This design comes from an exercise in tuning for small area and a short achievable clock period on the open sky130 flow, not from production work. Function was checked by simulation only, so behaviour that the tests miss may differ from the original.

==> flow/design.v, too long to show whole: its modules and the start of the top module <==
// module FA: 10 lines
// module conv2d: 2716 lines
module conv2d #(  parameter DATA_WIDTH = 8,  parameter KERNEL_WIDTH = 8,  parameter IMG_WIDTH = 32,  parameter OUT_WIDTH = 21) (
    input  wire                    CLK,
    input  wire                    RST,
    input  wire                    data_valid_in,
    input  wire [DATA_WIDTH-1:0]   data_in,
    input  wire                    load_kernel,
    input  wire [KERNEL_WIDTH-1:0] kernel,
    output wire [OUT_WIDTH-1:0]    data_out,
    output wire                    valid_out,
    output reg                     load_kernel_done);
  // ...
==> flow/flow/run.sh <==
#!/bin/bash
# Own layout flow: the standard ORFS flow (standard.sh), with these changes.
#  2. Repair steps aim for extra setup slack (SETUP_SLACK_MARGIN, from
#     flow/margin.txt), so that the resizer also works on paths that
#     already meet the 35 ns clock.  Gate cloning is off, so that each input
#     port keeps driving its one input buffer only.
#  3. Port buffers are inserted as buf_1; the resizer sizes them up where
#     timing needs it.
# Every tool's output goes to own_flow.log in this folder and to orfs/logs.
set -euo pipefail
W=$(pwd)
bash flow/mksynth.sh synth_recipe.tcl "$W/flow/abc.script" > own_synth.tcl
MARGIN=$(cat flow/margin.txt)
bash standard.sh SYNTH_SCRIPT="$W/own_synth.tcl" SETUP_SLACK_MARGIN="$MARGIN" \
    SKIP_GATE_CLONING=1 BUFFER_PORTS_ARGS="-buffer_cell sky130_fd_sc_hd__buf_1" finish \
    > own_flow.log 2>&1
==> flow/flow/abc.script <==
&get -n
&st
&nf
&put
==> flow/flow/margin.txt <==
20.7
==> flow/flow/mksynth.sh <==
#!/bin/bash
# usage: mksynth.sh synth_recipe.tcl ABC_SCRIPT > own_synth.tcl
# synth_recipe.tcl with -noabc added to every "synth" call and the final ABC
# mapping run with ABC_SCRIPT instead of ORFS's abc_speed/abc_area script.
sed '1s/.*/proc synth {args} { yosys synth -nofsm -noshare -noabc {*}$args }/' "$1" | {
  IFS= read -r first; printf '%s\n' "$first"
  cat <<EOT
proc abc {args} {
  set i [lsearch -exact \$args -script]
  if {\$i >= 0} { set args [lreplace \$args [expr {\$i + 1}] [expr {\$i + 1}] {$2}] }
  yosys abc {*}\$args
}
EOT
  cat; }
==> flow/standard.sh <==
#!/bin/bash
# synth_recipe.tcl (not shown) runs the flow's synth.tcl, then flattens the netlist and writes it again
# the make line also repeats each setting of config.mk as NAME=value (left out here)
make -C /OpenROAD-flow-scripts/flow DESIGN_CONFIG=/design/flow/config.mk WORK_HOME=/design/flow/orfs CLKGATE_MAP_FILE= SYNTH_SCRIPT=/design/flow/synth_recipe.tcl "${@:-finish}"
==> flow/config.mk <==
export PLATFORM = sky130hd
export DESIGN_NAME = conv2d
export DESIGN_NICKNAME = conv2d
export VERILOG_FILES = /design/flow/design.v
export SDC_FILE = /design/flow/constraint.sdc
export NUM_CORES = 4
export LEC_CHECK = 0
export CAP_MARGIN = 20
export CELL_PAD_IN_SITES_DETAIL_PLACEMENT = 1
export CELL_PAD_IN_SITES_GLOBAL_PLACEMENT = 1
export CORE_MARGIN = 2
export CORE_UTILIZATION = 40
export CTS_BUF_LIST = sky130_fd_sc_hd__clkbuf_4
export CTS_CLUSTER_DIAMETER = 40
export CTS_CLUSTER_SIZE = 12
export SLEW_MARGIN = 20
==> flow/constraint.sdc <==
create_clock -name core_clock -period 35.0 [get_ports {CLK}]
set_input_delay 7.0000 -clock core_clock [delete_from_list [all_inputs] [get_ports {CLK}]]
set_output_delay 7.0000 -clock core_clock [all_outputs]
set_load 0.01 [all_outputs]
==> impl_results.md, run 1 <==
* Inst Count DP at between 6,000 and 7,000
* HP Start: pv[950]
* Max_cap viols at 0
* Top Ports at between 40 and 50
* CTS Buffer Depth at 3
* Worst Path Arrival at ~7400 ps
* Met3 routed WL at between 15 and 20 mm
* Netlist cell types at 40
* Fin Hold WS at 377.8 ps
* Status: timing/DRC/antenna clean
* Multi-Input Combinational at 2,636
* Post-synthesis simple-gate area fraction at 0.04099
* Hold Fails Final Rpt at 0
* Slew HR at 0.2913
* Worst Hold End: pv[958]
* Reg clk slew, reported paths at between 100 and 150 ps
* FFs w/ async S/R, synth at 0.01161
* Worst-Margin Slew at around 1100 ps
* Worst r2r src: kr[121]
* Crit path from: data_valid_in
* DRC Markers at 0
* Largest Register: pv
* Number of core rows at ~160
* Syn nets at 5,145
==> run 2, diff against run 1 <==
--- a/flow/design.v
+++ b/flow/design.v
@@ -18,19 +18,21 @@
     output wire [OUT_WIDTH-1:0]    data_out,
     output wire                    valid_out,
     output reg                     load_kernel_done);
 localparam NTAP = 4*IMG_WIDTH + 5;        
 localparam PW   = DATA_WIDTH*NTAP;
 localparam KW   = KERNEL_WIDTH*25;
 reg [KW-1:0] kr;
 reg [4:0]    counter_load;
-wire         k_we = load_kernel & (counter_load < 5'd25);
+integer      w;
 always @(posedge CLK)
-    if (k_we) kr <= {kr[KW-KERNEL_WIDTH-1:0], kernel};
+    for (w = 0; w < 25; w = w + 1)
+        if (load_kernel && counter_load == w)
+            kr[KERNEL_WIDTH*(24-w) +: KERNEL_WIDTH] <= kernel;
 always @(posedge CLK or negedge RST)
     if (!RST) counter_load <= 5'd0;
     else if (load_kernel) counter_load <= counter_load + 5'd1;
 always @(posedge CLK or negedge RST)
     if (!RST) load_kernel_done <= 1'b0;
     else if (counter_load == 5'd25) load_kernel_done <= 1'b1;
 wire [DATA_WIDTH-1:0] DI = data_in;
 reg [PW-1:0] pv;
==> flow/config.mk (replaced) <==
export PLATFORM = sky130hd
export DESIGN_NAME = conv2d
export DESIGN_NICKNAME = conv2d
export VERILOG_FILES = /design/flow/design.v
export SDC_FILE = /design/flow/constraint.sdc
export NUM_CORES = 4
export LEC_CHECK = 0
export CAP_MARGIN = 20
export CELL_PAD_IN_SITES_DETAIL_PLACEMENT = 1
export CELL_PAD_IN_SITES_GLOBAL_PLACEMENT = 1
export CORE_MARGIN = 2
export CORE_UTILIZATION = 40
export CTS_BUF_LIST = sky130_fd_sc_hd__clkbuf_8
export CTS_CLUSTER_DIAMETER = 60
export CTS_CLUSTER_SIZE = 20
export SLEW_MARGIN = 20
==> run 2 against run 1 <==
  * Clock skew shrank 14 ps
  * Clock-buffer cell count decreased by 118
  * Register-to-register slack lost 80 ps
  * Setup slack lost 21 ps
  * Wire length up 8.1%
  * Global-route usage increased by 1.9 points
  * Critical path type unchanged
  * Critical endpoint unchanged
  * Largest cell class unchanged
==> impl_results.md, run 2 <==
* Period utilization at 0.4111
* Number of port buffers at 42
* CTS Buf Count at about 110
* Most frequent cells in the layout: edfxtp_1, fa_1, a222oi_1, nand2_1, nor2b_1
* DP HPWL at between 150 and 200 mm
* Number of flip-flops in the largest register at 1,056
* Main combinational cell family by area after synthesis: adder cells
* Layout cells sized above 1 at 0.04970
* FFs w/ async S/R, synth at 0.01161 (unchanged)
* Max_cap viols at 0 (unchanged)
* Setup TNS at 0 ps
* Worst Path Arrival at 7390 ps (+20 ps)
* Commonest non-fill, non-tap cell in the layout: edfxtp_1
* Layout Nets at 5,356
* 1st-iter DRT viols at ~9,000
* HP Start: pv[502]
* Largest Register: pv
* Crit end category: output pin
* DRC Markers at 0 (unchanged)
* Post-Synth XOR/XNOR Area at 0.003330
* Worst Path Required at roughly 28,000 ps
* Biggest area consumer among synthesized cells: edfxtp_1
* Top Ports at 43 (unchanged)
* Vias in the first global route at around 44,000
* Worst r2r src: kr[25]
* Die area at 0.1875 mm²
* Post-synthesis area per instance at about 19 µm²
* Max Slew Vio Count at 0
* Syn Inst Count at 3,971
* Top FF cell, synth: edfxtp_1
* Fmax at roughly 0.070 GHz
* Post-synthesis adder-cell area fraction at 0.3159
* Final setup fails at 0
* Netlist cell types at 40 (unchanged)
* Vias per cell at about 6.5
* TritonCTS clock tree: yes
* Slew HR at 0.2539 (-0.03738)
* Total clock sinks at around 1,300
* Routed vias at around 43,000
* Global-route wire length before repair at 344.8 mm
* Post-route ant nets at 0
* Sequential share of the synthesized area at 0.5258
* Post-Layout Inst Area at between 0.07 and 0.08 mm²
* Grt ovf at 0
* Die height at around 430 µm
* Number of core rows at 157 (unchanged)
* Util after Layout at 0.4355
* H-tree Lvls at 3
* Largest net degree at the start of global routing at 169
* Synth area leaders: edfxtp_1, fa_1, a222oi_1, nor2b_1, ha_1
* Die Wd at 433.1 µm
* EDFF count, synth at between 1,000 and 1,500
* Total Wirelength at between 200 and 250 mm
* HP Class: reg2reg
* Crit path from: data_valid_in
* CP Launch Type: primary input
* Most common cell in the synthesized netlist: edfxtp_1
* Worst skew pair latency at approximately 990 ps
* Hold Fails Final Rpt at 0 (unchanged)
* GPL Wtd Cong at ~1.0
* Top-area cell type share of the netlist area at 0.5207
* CTS root buf: clkbuf_8
* Initial antenna violation count at 17
* Post-synthesis compound-gate area fraction at 0.1094
* Status: timing/DRC/antenna clean
* Max FO, Critical Path at 2
* CTS Buffer Depth at 3 (unchanged)
* Reg clk slew, reported paths at 120 ps (about the same)
* Pre-Repair DR Iteration Count at 17
* Synth warn at 1
* Syn nets at 5,178 (+0.64%)
* Synth top cells by count: edfxtp_1, fa_1, a222oi_1
* Area growth syn-to-layout at 8.271%
* Post-synthesis simple-gate area fraction at 0.04428 (+0.003292)
* Final min period at 14,390 ps
* Unrepaired setup endpoints after global routing: true
* Initial cell density of the core at 0.4022
* Cell Area, Synth at ~0.074 mm²
* Core ar. at approximately 0.18 mm²
* CP Class: in2out
* Fin Clk Skew at 100.0 ps
* Wire per inst at around 36 µm
* Mux contribution to synthesized area at 0.0006117
* Largest registers: pv (1056), kr (200), out_r (21)
* Post-DP Area at 0.07710 mm²
* GR Util All Layers at 0.2631
* Register bit total from synthesis at 1,292
* Worst-Margin Slew at 1119 ps (+56.07 ps)
* Hold-fix buffers at CTS at 0
==> run 2: final cells by class <==
| type | count | area (µm²) |
|---|---|---|
| tap | 2464 | 3083 |
| timing repair buffer | 71 | 454.2 |
| inverter | 13 | 48.80 |
| sequential | 1292 | 38720 |
| clock inverter | 77 | 1070 |
| fill | 17511 | 103400 |
| multi-input combinational | 2666 | 34870 |
| clock buffer | 106 | 1459 |
| antenna | 9 | 22.52 |
==> run 2: critical path: stages <==
cell	delay, ps
clkbuf_16	130
and2_4	140
buf_6	110
==> run 2: logic make-up (layout without fill, tap and decap cells) <==
kind of cell    after synthesis  after routing
flops                      1292           1292
mux                           4              4
compound gates              849            849
simple gates                598            598
fa+ha+maj                  1187           1187
buf+inv                      13            267
other cells                   0              9
xor+xnor                     28             28
==> run 2: worst paths after layout <==
| kind | endpoint | slack [ps] | depth (start not counted) |
|---|---|---|---|
| setup / recovery | valid_out | 20610 | 3 |
| hold / removal | pv[510] | 380 | 0 |
| setup reg to reg | out_r[19] | 21230 | 29 |
| hold reg to reg | pv[510] | 380 | 0 |
| max in group asynchronous | cnt[3] | 28710 | 1 |
| min in group asynchronous | counter_load[1] | 5950 | 1 |
==> run 2: per-layer routing <==
| layer | vias up | routed length [µm] | GRT usage |
|---|---|---|---|
| li1 | 16922 | - | - |
| met1 | 23498 | 103200 | 0.3878 |
| met2 | 2432 | 108800 | 0.3884 |
| met3 | 391 | 22460 | 0.05287 |
| met4 | 2 | 9984 | 0.09265 |
| met5 | - | 13 | 0 |
==> run 2: per-stage QoR <==
step,worst slack [ps],hold slack [ps],cells
floorplan,20830,400.3,3971
global placement,20010,400.1,6503
detailed placement,20000,405.1,6503
CTS,20610,376.0,6689
global route,20610,388.2,6696
finish,20610,378.3,6698
==> run 2: repair_timing <==
action	in CTS	in global routing
buffers inserted	3	0
setup endpoints to repair	1	1
gates resized for setup	6	0
pin swaps	0	0
hold endpoints to repair	0	0

## port drivers added, routing unchanged
How much do the figures lean on ideal ports? The routed layouts below were timed once more, with nothing changed but the port constraints. Step 1 assumes that a clkbuf_16 drives the clock port and a buf_2 every other input. Step 2 moves the port delays by t, midway between the first and last clock arrival at a register: inputs arrive t later, outputs are due t later. That takes back most of the time a late clock gives input paths. a / b / c = ideal / step 1 / step 2; a / b = the first two.
| run | t, ns | setup slack, ns | slew at the worst register clock pin (ns) |
|---|---|---|---|
| run 1 | 1.349 | 20.634 / 20.592 / 20.592 | 0.12 / 0.12 |
| run 2 | 1.017 | 20.613 / 20.574 / 20.574 | 0.12 / 0.12 |
After both steps every run listed still meets setup and hold. The setup slack of run 1, which loses most, moves by -0.042 ns with the drivers and by -0.042 ns with both steps.
